From an optimization exercise on the open Yosys and OpenROAD flow, aimed at small area; shortcuts taken in it are not production practice. Only simulation tests tie the RTL to the original design; equivalence was not proved. Power figures rest on the tool's default switching activity, not on a simulated workload.

`flow/design.v`:
```
`timescale 1 ns / 1 ps 
module baud_rate_clk (clk,rst_n,tx_clk_en,rx_clk_en,tx_clk,rx_clk);
parameter system_clk=50_000000;     
parameter band_rate=9600;           
localparam N=system_clk/band_rate;  
input clk;           
input rst_n;         
input tx_clk_en;     
input rx_clk_en;     
output tx_clk;       
output rx_clk;       
reg [$clog2(N-1):0] tx_clk_cnt;
always@(posedge clk or negedge rst_n)
begin
  if(!rst_n)
    tx_clk_cnt<=0;
  else if(tx_clk_en)
    begin
      if(tx_clk_cnt==N-1)
        tx_clk_cnt<=0;
      else
        tx_clk_cnt<=tx_clk_cnt+1'd1;
    end
  else 
    tx_clk_cnt<=0;
end
assign tx_clk=(tx_clk_cnt==1)?1:0;
reg [$clog2(N-1):0] rx_clk_cnt;
always@(posedge clk or negedge rst_n)
begin
  if(!rst_n)
    rx_clk_cnt<=0;
  else if(rx_clk_en)
    begin
      if(rx_clk_cnt==N-1)
        rx_clk_cnt<=0;
      else
        rx_clk_cnt<=rx_clk_cnt+1'd1;
    end
  else 
    rx_clk_cnt<=0;
end
assign rx_clk=(rx_clk_cnt==N/2)?1:0;
endmodule 
`timescale 1 ns / 1 ps
module data_fifo (clk,rst_n,s_axis_tdata,s_axis_tvalid,s_axis_tready,m_axis_tdata,m_axis_tvalid,m_axis_tready);
parameter Width=8;                
parameter Deepth=16;              
input clk;                        
input rst_n;                      
input [Width-1:0] s_axis_tdata;   
input s_axis_tvalid;              
output s_axis_tready;             
output [Width-1:0] m_axis_tdata;  
output reg m_axis_tvalid;         
input m_axis_tready;              
reg [Width-1:0] fifo_mem [Deepth-1:0];
reg [$clog2(Deepth)-1:0] wr_addr;  
reg [$clog2(Deepth)-1:0] rd_addr;  
reg full;                          
reg empty;                         
wire wr_en;                        
wire rd_en;                        
wire [$clog2(Deepth)-1:0] wr_addr_next;
wire [$clog2(Deepth)-1:0] rd_addr_next;
assign wr_addr_next=wr_addr+1;
assign rd_addr_next=rd_addr+1;
assign s_axis_tready=!full;                  
assign wr_en=s_axis_tready&&s_axis_tvalid;   
assign rd_en=(!empty)&&m_axis_tready;        
always@(posedge clk or negedge rst_n)
begin
  if(!rst_n)
    full<=1'b0; 
  else
    begin
      if(wr_en&&(wr_addr_next==rd_addr)) 
        full<=1'b1;
      else if(full&&rd_en) 
        full<=1'b0;
      else
        full<=full;
    end
end
always@(posedge clk or negedge rst_n)
begin
  if(!rst_n)
    empty<=1'b1;     
  else
    begin
      if(rd_en&&(rd_addr_next==wr_addr)) 
        empty<=1'b1;
      else if(empty&&wr_en) 
        empty<=1'b0;
      else
        empty<=empty;
    end
end
reg [Width-1:0] data_out_reg;
always@(posedge clk or negedge rst_n)
begin
  if(!rst_n)
    wr_addr<=0;
  else
    begin
      if(wr_en)
        wr_addr<=wr_addr+1;
      else
        wr_addr<=wr_addr;
    end
end
always@(posedge clk or negedge rst_n)
begin
  if(!rst_n)
    rd_addr<=0;
  else
    begin
      if(rd_en)
        rd_addr<=rd_addr+1;
      else
        rd_addr<=rd_addr;
    end
end
always@(posedge clk or negedge rst_n)
begin
  if(!rst_n)
    m_axis_tvalid<=1'b0;
  else
    begin
      if(rd_en)
        m_axis_tvalid<=1'b1;
      else
        begin
          if(m_axis_tready)
            m_axis_tvalid<=1'b0;
          else
            m_axis_tvalid<=m_axis_tvalid;
        end
    end
end
always@(posedge clk)
begin
  if(wr_en)
    fifo_mem[wr_addr]<=s_axis_tdata;
  else
    fifo_mem[wr_addr]<=fifo_mem[wr_addr];
end
always@(posedge clk)
begin
  if(rd_en)
    data_out_reg<=fifo_mem[rd_addr];
  else
    data_out_reg<=data_out_reg;
end
assign m_axis_tdata=rst_n?data_out_reg:0;
endmodule
`timescale 1 ns / 1 ps
module uart_tx (clk,rst_n,tx_en,tx_clk,s_axis_tdata,s_axis_tvalid,s_axis_tready,tx,tx_clk_en);
parameter system_clk=50_000000;     
parameter band_rate=9600;           
parameter data_bits=8;              
parameter check_mode=1;             
parameter stop_mode=0;              
localparam N=system_clk/band_rate;  
localparam stop_time=(stop_mode==0)?(N-1):((stop_mode==1)?(3*N/2-1):(2*N-1));  
input clk;                          
input rst_n;                        
input tx_en;                        
input tx_clk;                       
input [7:0] s_axis_tdata;           
input s_axis_tvalid;                
output reg s_axis_tready;           
output reg tx;                      
output reg tx_clk_en;               
reg bit_check;              
reg [data_bits-1:0] data;   
always@(*)
begin
  if(!rst_n)
    bit_check=1'b0;
  else
    begin
      case(check_mode)
        3'd0 : bit_check=1'b0;    
        3'd1 : bit_check=^data;   
        3'd2 : bit_check=^~data;  
        3'd3 : bit_check=1'b0;    
        3'd4 : bit_check=1'b1;    
        default:bit_check=1'b0;
      endcase
    end
end
reg [5:0] tx_state;                  
reg [2:0] data_cnt;                  
reg [$clog2(2*N-1):0] stop_cnt;      
always@(posedge clk or negedge rst_n)
begin
  if(!rst_n)
    begin
      tx_state<=6'b000001;
      s_axis_tready<=1'b0;
      data<=0;
      tx_clk_en<=1'b0;
      tx<=1'b1;
      data_cnt<=0;
      stop_cnt<=0;      
    end
  else
    begin
      case(tx_state)
        6'b000001 : begin 
                      if(s_axis_tvalid&&s_axis_tready)
                        begin
                          tx_state<=6'b000010;
                          s_axis_tready<=1'b0;
                          data<=s_axis_tdata;
                          tx_clk_en<=1'b1;
                          tx<=1'b1;
                          data_cnt<=0;
                          stop_cnt<=0;
                        end
                      else
                        begin
                          tx_state<=tx_state;
                          s_axis_tready<=1'b1;
                          data<=data;
                          tx_clk_en<=1'b0;
                          tx<=1'b1;
                          data_cnt<=0;
                          stop_cnt<=0;
                        end
                    end
        6'b000010 : begin 
                      if(tx_clk)
                        begin
                          tx_state<=6'b000100;
                          s_axis_tready<=s_axis_tready;
                          tx_clk_en<=tx_clk_en;
                          stop_cnt<=stop_cnt;
                          data_cnt<=data_cnt;
                          tx<=1'b0;
                        end
                      else
                        begin
                          tx_state<=tx_state;
                          s_axis_tready<=s_axis_tready;
                          data<=data;
                          tx_clk_en<=tx_clk_en;
                          tx<=tx;
                          data_cnt<=data_cnt;
                          stop_cnt<=stop_cnt;
                        end
                    end
        6'b000100 : begin 
                      if(tx_clk)
                        begin
                          s_axis_tready<=s_axis_tready;
                          data<=data;
                          tx_clk_en<=tx_clk_en;
                          tx<=data[data_cnt];
                          stop_cnt<=stop_cnt;
                          if(data_cnt==data_bits-1)
                            begin
                              data_cnt<=0;
                              if(check_mode==3'd0) 
                                tx_state<=6'b010000;
                              else
                                tx_state<=6'b001000;
                            end
                          else
                            begin
                              data_cnt<=data_cnt+1;
                              tx_state<=tx_state;
                            end
                        end
                      else
                        begin
                          tx_state<=tx_state;
                          s_axis_tready<=s_axis_tready;
                          data<=data;
                          tx_clk_en<=tx_clk_en;
                          tx<=tx;
                          data_cnt<=data_cnt;
                          stop_cnt<=stop_cnt;
                        end
                    end
        6'b001000 : begin 
                      if(tx_clk)
                        begin
                          tx_state<=6'b010000;
                          s_axis_tready<=s_axis_tready;
                          data<=data;
                          tx_clk_en<=tx_clk_en;
                          tx<=bit_check; 
                          stop_cnt<=stop_cnt;
                          data_cnt<=data_cnt;                
                        end
                      else
                        begin
                          tx_state<=tx_state;
                          s_axis_tready<=s_axis_tready;
                          data<=data;
                          tx_clk_en<=tx_clk_en;
                          tx<=tx;
                          data_cnt<=data_cnt;
                          stop_cnt<=stop_cnt;                          
                        end
                    end
        6'b010000 : begin 
                      if(tx_clk)
                        begin
                          tx_state<=6'b100000;
                          s_axis_tready<=s_axis_tready;
                          data<=data;
                          tx_clk_en<=tx_clk_en;
                          tx<=1'b1;
                          stop_cnt<=stop_cnt;
                          data_cnt<=data_cnt;
                        end
                      else
                        begin
                          tx_state<=tx_state;
                          s_axis_tready<=s_axis_tready;
                          data<=data;
                          tx_clk_en<=tx_clk_en;
                          tx<=tx;
                          data_cnt<=data_cnt;
                          stop_cnt<=stop_cnt; 
                        end		        
                    end
        6'b100000 : begin 
                      if(stop_cnt==stop_time)
                        begin
                          data_cnt<=data_cnt;
                          stop_cnt<=stop_cnt+1;
                          tx_state<=6'b000001;
                          s_axis_tready<=1'b1;
                          data<=data;
                          tx_clk_en<=1'b0;
                          tx<=1'b1;
                          data_cnt<=0;
                          stop_cnt<=0;
                        end
                      else
                        begin
                          tx_state<=tx_state;
                          s_axis_tready<=s_axis_tready;
                          data<=data;
                          tx_clk_en<=tx_clk_en;
                          tx<=tx;
                          data_cnt<=data_cnt;
                          stop_cnt<=stop_cnt+1;
                        end                      
                    end
        default : begin
                    tx_state<=6'b000001;
                    s_axis_tready<=1'b0;
                    data<=0;
                    tx_clk_en<=1'b0;
                    tx<=1'b1;
                    data_cnt<=0;
                    stop_cnt<=0;
                  end
      endcase
    end
end
endmodule
`timescale 1 ns / 1 ps
module uart_rx (clk,rst_n,rx_en,rx_clk,rx,m_axis_tready,m_axis_tdata,m_axis_tvalid,rx_clk_en,check_flag);
parameter data_bits=8;           
parameter check_mode=1;          
input clk;                       
input rst_n;                     
input rx_en;                     
input rx_clk;                    
input rx;                        
input m_axis_tready;             
output reg [7:0] m_axis_tdata;   
output reg m_axis_tvalid;        
output reg rx_clk_en;            
output reg check_flag;           
wire start_flag;
reg rx_reg_0,rx_reg_1,rx_reg_2,rx_reg_3;
always@(posedge clk or negedge rst_n)
begin
  if(!rst_n)
    begin
      rx_reg_0<=1'b0;
      rx_reg_1<=1'b0;
      rx_reg_2<=1'b0;
      rx_reg_3<=1'b0;
    end
  else
    begin
      rx_reg_0<=rx;
      rx_reg_1<=rx_reg_0;
      rx_reg_2<=rx_reg_1;
      rx_reg_3<=rx_reg_2;	
    end
end
assign start_flag=(~rx_reg_2)&&rx_reg_3;
reg [4:0] rx_state;  
reg [data_bits-1:0] data; 
reg [2:0] data_cnt;
reg bit_check;
always@(posedge clk or negedge rst_n)
begin
  if(!rst_n)
    begin
      rx_state<=5'b00001;
      rx_clk_en<=1'b0;
      data_cnt<=0;
      data<=0;
      m_axis_tdata<=0;
      m_axis_tvalid<=1'b0; 
      check_flag<=1'b0; 
    end
  else if (rx_en)
    begin
      case(rx_state)
        5'b00001 : begin 
                     if(start_flag)
                       begin
                         rx_state<=5'b00010;
                         rx_clk_en<=1'b1;
                         data_cnt<=0;
                         data<=0;
                         m_axis_tdata<=m_axis_tdata;
                         m_axis_tvalid<=m_axis_tvalid; 
                         check_flag<=check_flag;						  
                       end
                     else
                       begin
                         rx_state<=rx_state;
                         rx_clk_en<=rx_clk_en;
                         data_cnt<=data_cnt;
                         data<=data;
                         m_axis_tdata<=m_axis_tdata;
                         m_axis_tvalid<=m_axis_tvalid; 
                         check_flag<=check_flag; 						
                       end
                   end
        5'b00010 : begin 
                     if(rx_clk)
                       begin
                         rx_state<=5'b00100;
                         rx_clk_en<=rx_clk_en;
                         data_cnt<=data_cnt;
                         data<=data;
                         m_axis_tdata<=m_axis_tdata;
                         check_flag<=check_flag;							  
                       end
                     else
                       begin
                         rx_state<=rx_state;
                         rx_clk_en<=rx_clk_en;
                         data_cnt<=data_cnt;
                         data<=data;
                         m_axis_tdata<=m_axis_tdata;
                         check_flag<=check_flag;
                       end
                     if(m_axis_tready)
                       m_axis_tvalid<=1'b0;
                     else
                       m_axis_tvalid<=m_axis_tvalid;
                   end					
        5'b00100 : begin 
                     if(rx_clk)
                       begin
                         rx_clk_en<=rx_clk_en;
                         m_axis_tdata<=m_axis_tdata;
                         check_flag<=check_flag;	
                         if(data_cnt==data_bits-1)
                           begin
                             data_cnt<=0;	
                             data[data_cnt]<=rx;
                             rx_state<=5'b01000;							  						  
                           end
                         else
                           begin
                             data_cnt<=data_cnt+1;	
                             data[data_cnt]<=rx;	
                             rx_state<=rx_state;							  
                           end									  
                       end
                     else
                       begin
                         rx_state<=rx_state;
                         rx_clk_en<=rx_clk_en;
                         data_cnt<=data_cnt;
                         data<=data;
                         m_axis_tdata<=m_axis_tdata;
                         check_flag<=check_flag;						
                       end
                     if(m_axis_tready)
                       m_axis_tvalid<=1'b0;
                     else
                       m_axis_tvalid<=m_axis_tvalid;					   
                   end					
        5'b01000 : begin 
                     if(rx_clk)
                       begin
                         rx_state<=5'b10000;
                         rx_clk_en<=1'b0;
                         data_cnt<=data_cnt;
                         data<=data;
                         m_axis_tdata<=data;
                         m_axis_tvalid<=1'b1;
                         if(bit_check==rx)
                           check_flag<=1'b0;
                         else
                           check_flag<=1'b1;
                       end
                     else
                       begin
                         rx_state<=rx_state;
                         rx_clk_en<=rx_clk_en;
                         data_cnt<=data_cnt;
                         data<=data;
                         m_axis_tdata<=m_axis_tdata;
                         check_flag<=check_flag;	
                         if(m_axis_tready)
                           m_axis_tvalid<=1'b0;
                         else
                           m_axis_tvalid<=m_axis_tvalid;						 
                       end
                   end
        5'b10000 : begin
                     if(m_axis_tready) 
                       begin
                         rx_state<=5'b00001;
                         rx_clk_en<=rx_clk_en;
                         data_cnt<=data_cnt;
                         data<=data;
                         m_axis_tdata<=m_axis_tdata;
                         m_axis_tvalid<=0;
                         check_flag<=check_flag;
                       end
                     else
                       begin
                         if(start_flag) 
                           begin
                             rx_state<=5'b00010;
                             rx_clk_en<=1'b1;
                             data_cnt<=0;
                             data<=0;
                             m_axis_tdata<=m_axis_tdata;
                             m_axis_tvalid<=m_axis_tvalid; 
                             check_flag<=check_flag;												 
                           end
                         else
                           begin
                             rx_state<=rx_state;
                             rx_clk_en<=rx_clk_en;
                             data_cnt<=data_cnt;
                             data<=data;
                             m_axis_tdata<=m_axis_tdata;
                             m_axis_tvalid<=m_axis_tvalid;
                             check_flag<=check_flag;						   
                           end
                       end
                   end
	    default : begin
                    rx_state<=5'b00001;
                    rx_clk_en<=1'b0;
                    data_cnt<=0;
                    data<=0;
                    m_axis_tdata<=0;
                    m_axis_tvalid<=1'b0; 
                    check_flag<=1'b0; 		            
                  end
      endcase
    end
  else
    begin
      rx_state<=5'b00001;
      rx_clk_en<=1'b0;
      data_cnt<=0;
      data<=0;
      m_axis_tdata<=0;
      m_axis_tvalid<=1'b0; 
      check_flag<=1'b0; 
    end
end
always@(*)
begin
  if(!rst_n)
    bit_check=1'b0;
  else
    begin
      case(check_mode)
        3'd0 : bit_check=1'b1;    
        3'd1 : bit_check=^data;   
        3'd2 : bit_check=^~data;  
        3'd3 : bit_check=1'b0;    
        3'd4 : bit_check=1'b1;    
        default:bit_check=1'b0;
      endcase	  
    end
end
endmodule
`timescale 1 ns / 1 ps
module UART (clk,rst_n,tx_en,s_axis_tdata,s_axis_tvalid,s_axis_tready,tx,rx_en,rx,m_axis_tready,m_axis_tdata,m_axis_tvalid,m_axis_tuser);
parameter system_clk=50_000000;     
parameter band_rate=115200;         
parameter data_bits=8;              
parameter check_mode=1;             
parameter stop_mode=0;              
parameter tx_fifo_deepth=16;        
parameter rx_fifo_deepth=16;        
input clk;                   
input rst_n;                 
input tx_en;                 
input [7:0] s_axis_tdata;    
input s_axis_tvalid;         
output s_axis_tready;        
output tx;                   
input rx_en;                 
input rx;                    
input m_axis_tready;         
output [7:0] m_axis_tdata;   
output m_axis_tvalid;        
output m_axis_tuser;         
wire tx_clk_en,rx_clk_en;
wire tx_clk,rx_clk;
wire [7:0] tx_data,rx_data;
wire tx_data_valid,tx_data_ready,rx_data_valid,rx_data_ready;
baud_rate_clk #(.system_clk(system_clk),
                .band_rate(band_rate)
                ) U1 (.clk(clk),
                      .rst_n(rst_n),
                      .tx_clk_en(tx_clk_en),
                      .rx_clk_en(rx_clk_en),
                      .tx_clk(tx_clk),
                      .rx_clk(rx_clk)
                     );
generate
  if(tx_fifo_deepth==0)
    begin
      assign tx_data=s_axis_tdata;
      assign tx_data_valid=s_axis_tvalid;
      assign s_axis_tready=tx_data_ready;
    end
  else
    begin 
      data_fifo #(.Width(8),
                  .Deepth(tx_fifo_deepth)
                  ) U_tx_fifo (.clk(clk),
                               .rst_n(rst_n),
                               .s_axis_tdata(s_axis_tdata),
                               .s_axis_tvalid(s_axis_tvalid),
                               .s_axis_tready(s_axis_tready),
                               .m_axis_tdata(tx_data),
                               .m_axis_tvalid(tx_data_valid),
                               .m_axis_tready(tx_data_ready)
                              );
    end
endgenerate
uart_tx #(.system_clk(system_clk),
          .band_rate(band_rate),
          .data_bits(data_bits),
          .check_mode(check_mode),
          .stop_mode(stop_mode)
          ) U2 (.clk(clk),
                .rst_n(rst_n),
                .tx_en(tx_en),
                .tx_clk(tx_clk),
                .s_axis_tdata(tx_data),
                .s_axis_tvalid(tx_data_valid),
                .s_axis_tready(tx_data_ready),
                .tx(tx),
                .tx_clk_en(tx_clk_en)
               );	
uart_rx #(.data_bits(data_bits),  
          .check_mode(check_mode)
          ) U3 (.clk(clk),
                .rst_n(rst_n),
                .rx_en(rx_en),
                .rx_clk(rx_clk),
                .rx(rx),
                .m_axis_tready(rx_data_ready),
                .m_axis_tdata(rx_data),
                .m_axis_tvalid(rx_data_valid),
                .rx_clk_en(rx_clk_en),
                .check_flag(m_axis_tuser)
               );
generate
  if(rx_fifo_deepth==0)
    begin
      assign m_axis_tdata=rx_data;
      assign m_axis_tvalid=rx_data_valid;
      assign rx_data_ready=m_axis_tready;
    end
  else
    begin 
      data_fifo #(.Width(8),
                  .Deepth(rx_fifo_deepth)
                  ) U_rx (.clk(clk),
                          .rst_n(rst_n),
                          .s_axis_tdata(rx_data),
                          .s_axis_tvalid(rx_data_valid),
                          .s_axis_tready(rx_data_ready),
                          .m_axis_tdata(m_axis_tdata),
                          .m_axis_tvalid(m_axis_tvalid),
                          .m_axis_tready(m_axis_tready)
                         );
    end
endgenerate
endmodule
```
`flow/run.sh`:
```
#!/bin/bash
# synth_recipe.tcl (not shown) runs the flow's synth.tcl, then flattens the netlist and writes it again
# the make line also repeats each setting of config.mk as NAME=value (left out here)
make -C /OpenROAD-flow-scripts/flow DESIGN_CONFIG=/design/flow/config.mk WORK_HOME=/design/flow/orfs CLKGATE_MAP_FILE= SYNTH_SCRIPT=/design/flow/synth_recipe.tcl finish
```
`flow/config.mk`:
```
export PLATFORM = sky130hd
export DESIGN_NAME = UART
export DESIGN_NICKNAME = UART
export VERILOG_FILES = /design/flow/design.v
export SDC_FILE = /design/flow/constraint.sdc
export NUM_CORES = 4
export LEC_CHECK = 0
export CAP_MARGIN = 20
export CORE_MARGIN = 2
export CORE_UTILIZATION = 40
export SLEW_MARGIN = 20
```
`flow/constraint.sdc`:
```
create_clock -name core_clock -period 20.0 [get_ports {clk}]
set_input_delay 4.0000 -clock core_clock [delete_from_list [all_inputs] [get_ports {clk}]]
set_output_delay 4.0000 -clock core_clock [all_outputs]
set_load 0.01 [all_outputs]
```
==> results.toml <==
[finish]
finalNetCount = 1078
final_common_cell = "edfxtp_1"
layout-drive-gt1-share_pct = 16.03
antennaDiodeCount = 0
final_cell_mix = "edfxtp_1, dfrtp_1, mux4_2"
final_area_sq_mm = 0.01824
top_regs = "genblk1.U_tx_fifo.fifo_mem x128, genblk2.U_rx.fifo_mem x128, U2.stop_cnt x11"
area_growth_pct = 13.00

[synthesis]
synth_top_area_share_pct = 50.61
yosysTopAreaCell = "edfxtp_1"
synth-seq-cells = 376
synthCells = 1010
async_flop_share_pct = 27.66
yosysWarnings = 4
ys_top_cells_by_area = "edfxtp_1, dfrtp_1, mux4_2, xnor2_1, ha_1"
netlist_area_sq_mm = 0.01614
ys_types = 72
synth_area_per_cell_sq_um = 15.98
synth_edf_count = 272
yosysSeqAreaShare_pct = 66.78
synth-main-ff-cell = "edfxtp_1"
syn_nets = 1048

[placement]
dpl.hpwl_um = 18930
io_buffers = 25
dpl_cell_area_sq_mm = 0.01688
gp_congestion = 0.7813

[timing]
worst_pin_slew_ns = 0.7711
setup_violations = 0
max-slew-margin-rel_pct = 48.37
tns_ns = 0
hold_viol = 0
finalCriticalPeriod_ns = 9.218
period_share_pct = 46.09
finClkSkew_ns = 0.01919
rsz0062_at_grt = "false"
slew_viol_final = 0
fmax_mhz = 108.5

[clocking]
htree_levels = 2
clock_sinks = 376
cts_tree = "built"
cts_max_path_buffers = 3
cts_resized = 0
clkTransAtPathRegs_ns = 0.05
numCtsBuffers = 41
cts_setup_buffers = 0
insertion_delay_ns = 0.53
cts_hold_buffers = 0
ctsRootBufferMaster = "clkbuf_16"

[setup_path]
cp-end-kind = "output port"
reg2reg_depth = 5
r2r-end = "U3.check_flag$_DFFE_PN0P_"
worstSetupStartpointType = "input port"
cp.arrival_ns = 5.22
crit_type = "input port to output port"
r2r_slack_ns = 17.49
path_max_fanout = 42
endpoint = "m_axis_tdata[5]"
cp.required_ns = 16.00
rr_startpoint = "U3.rx_state[1]$_DFFE_PN0P_"
crit_path_start = "rst_n"

[power_and_ir_drop]
power.internal_mw = 1.313
p_comb_share_pct = 2.4
seqPwrFrac_pct = 51.3
p_leak_nw = 6.003
power_per_cell_area_mw_per_mm2 = 89.80
swShare_pct = 19.83
clockPowerShare_pct = 46.3
power.switching_mw = 0.3248
ir_drop_v = 0.00005685

[global_route]
overflow = 0
grt_pass1_vias = 8609
grt_pass1_wl_um = 48010
grt_util_all_layers_pct = 14.60
grt_max_degree = 44
grt_antenna_before_repair = 0

[floorplanning]
die_h_um = 204.9
io_pins = 27
floorplan.die_area_sq_mm = 0.04197
num_rows = 73
design.core.area_sq_mm = 0.03982
start_util_pct = 40.52
die_x_um = 204.9

[route]
vias = 8352
vias_per_cell = 5.227
post-route-drc-count = 0
ant_nets = 0
drtPass1Iterations = 5
drt_iter0_drc = 460
wl_per_cell_um = 18.46
top_layer = "met4"
met2_length_um = 14380
dr_wl_met3_um = 998
wl_met1_um = 13590
routed_wl_um = 29500

[run]
cap_viol_max_count = 0

[hold_path]
holdPathStages = 0
hold_class = "flip-flop to flip-flop"

[status]
status = "finished clean"
-- how the worst min path moves through the flow --
stage	start	to
after floorplan	U3.rx_reg_0$_DFF_PN0_	U3.rx_reg_1$_DFF_PN0_
after global placement	U3.rx_reg_1$_DFF_PN0_	U3.rx_reg_2$_DFF_PN0_
after detailed placement	U3.rx_reg_0$_DFF_PN0_	U3.rx_reg_1$_DFF_PN0_
after CTS	U3.rx_reg_1$_DFF_PN0_	U3.rx_reg_2$_DFF_PN0_
after global routing	U3.rx_reg_1$_DFF_PN0_	U3.rx_reg_2$_DFF_PN0_
final	U3.rx_reg_1$_DFF_PN0_	U3.rx_reg_2$_DFF_PN0_
-- metrics by stage --
| step | instances | util (%) | hold slack [ns] | setup WS (ns) | power (mW) |
|---|---|---|---|---|---|
| after global routing | 1598 | 45.79 | 0.3514 | 10.65 | 1.694 |
| final | 1598 | 45.79 | 0.3483 | 10.78 | 1.638 |
| after floorplan | 1010 | - | 0.3312 | 11.62 | 0.8798 |
| after global placement | 1522 | 42.37 | 0.3347 | 10.72 | 0.8949 |
| after CTS | 1598 | 45.79 | 0.3517 | 10.70 | 1.658 |
| after detailed placement | 1522 | 42.38 | 0.3379 | 10.70 | 0.8958 |
-- power groups by stage --
stage	clock [mW]	sequential, mW	combinational (mW)
after floorplan	0	0.852	0.0274
after global placement	0	0.856	0.0393
after detailed placement	0	0.856	0.0401
after CTS	0.778	0.840	0.0402
after global routing	0.809	0.840	0.0446
final	0.758	0.840	0.0393
-- critical path, cell delays in order --
cell and delay (ns):
buf_4 0.45, and2_1 0.21, clkdlybuf4s50_1 0.53
-- synth_stat cells, types with 4 or more instances --
cell      instances
mux2i_1          15
and3_1           10
dfstp_2           5
xnor2_1          39
nand2b_1          4
edfxtp_1        272
o21ai_0          29
o21ai_1          11
or3_1             5
a22o_1            8
clkbuf_1         19
mux4_2           81
nand4_1           7
inv_1            29
dfrtp_1          99
a21o_1           10
nand3_1          29
nor2_1           45
nor2b_1           5
xor2_1           28
nand3b_1          4
nor3b_1           5
buf_2            19
nand2_1          72
o21a_1            4
and2_1           41
nor3_1           12
a21oi_1           8
ha_1             23
-- area by class of cell --
class | instances | area (sq um)
tap | 525 | 656.9
timing repair buffer | 31 | 292.8
fill | 3510 | 21590
sequential | 376 | 10780
clock buffer | 59 | 1146
inverter | 29 | 108.9
clock inverter | 17 | 212.7
multi-input combinational | 561 | 5040
-- cells by family (layout without fill, tap and decap cells) --
family | after synthesis | in the layout | share of synthesized area, %
and+or+nand+nor | 272 | 272 | 9.226
buffers and inverters | 73 | 136 | 2.008
xor gates and xnor gates | 67 | 67 | 3.636
muxes | 100 | 100 | 12.51
adders and majority gates | 23 | 23 | 1.783
DFF | 376 | 376 | 66.78
AOI/OAI and AO/OA | 99 | 99 | 4.055
-- per-layer routing --
metal / vias to the layer above / global-route usage (%)
met5: - / 0
met1: 4288 / 19.87
met4: 0 / 3.803
met3: 45 / 2.482
li1: 3906 / -
met2: 113 / 24.40

[separate check: timing with driven ports]
In the flow no input, the clock included, has a driving cell. The finished layout below was timed again as built, in two steps.
Step 1: set_driving_cell puts a clkbuf_16 on clk and a buf_2 on each other input, an assumption about the parent block.
Step 2, shift: input delay + t, output delay - t, t = (earliest + latest rising clock arrival at the registers) / 2. This alone moves slack from input paths to output paths.
a / b / c = ideal / step 1 / step 2; a / b = the first two.
t (ns): 0.579
setup slack, ns: 10.782 / 10.758 / 10.758
worst setup path at the end: input to output
After both steps setup and hold are still met in this run. For this run, drivers alone change the setup slack by -0.024 ns; drivers and shift together by -0.024 ns.
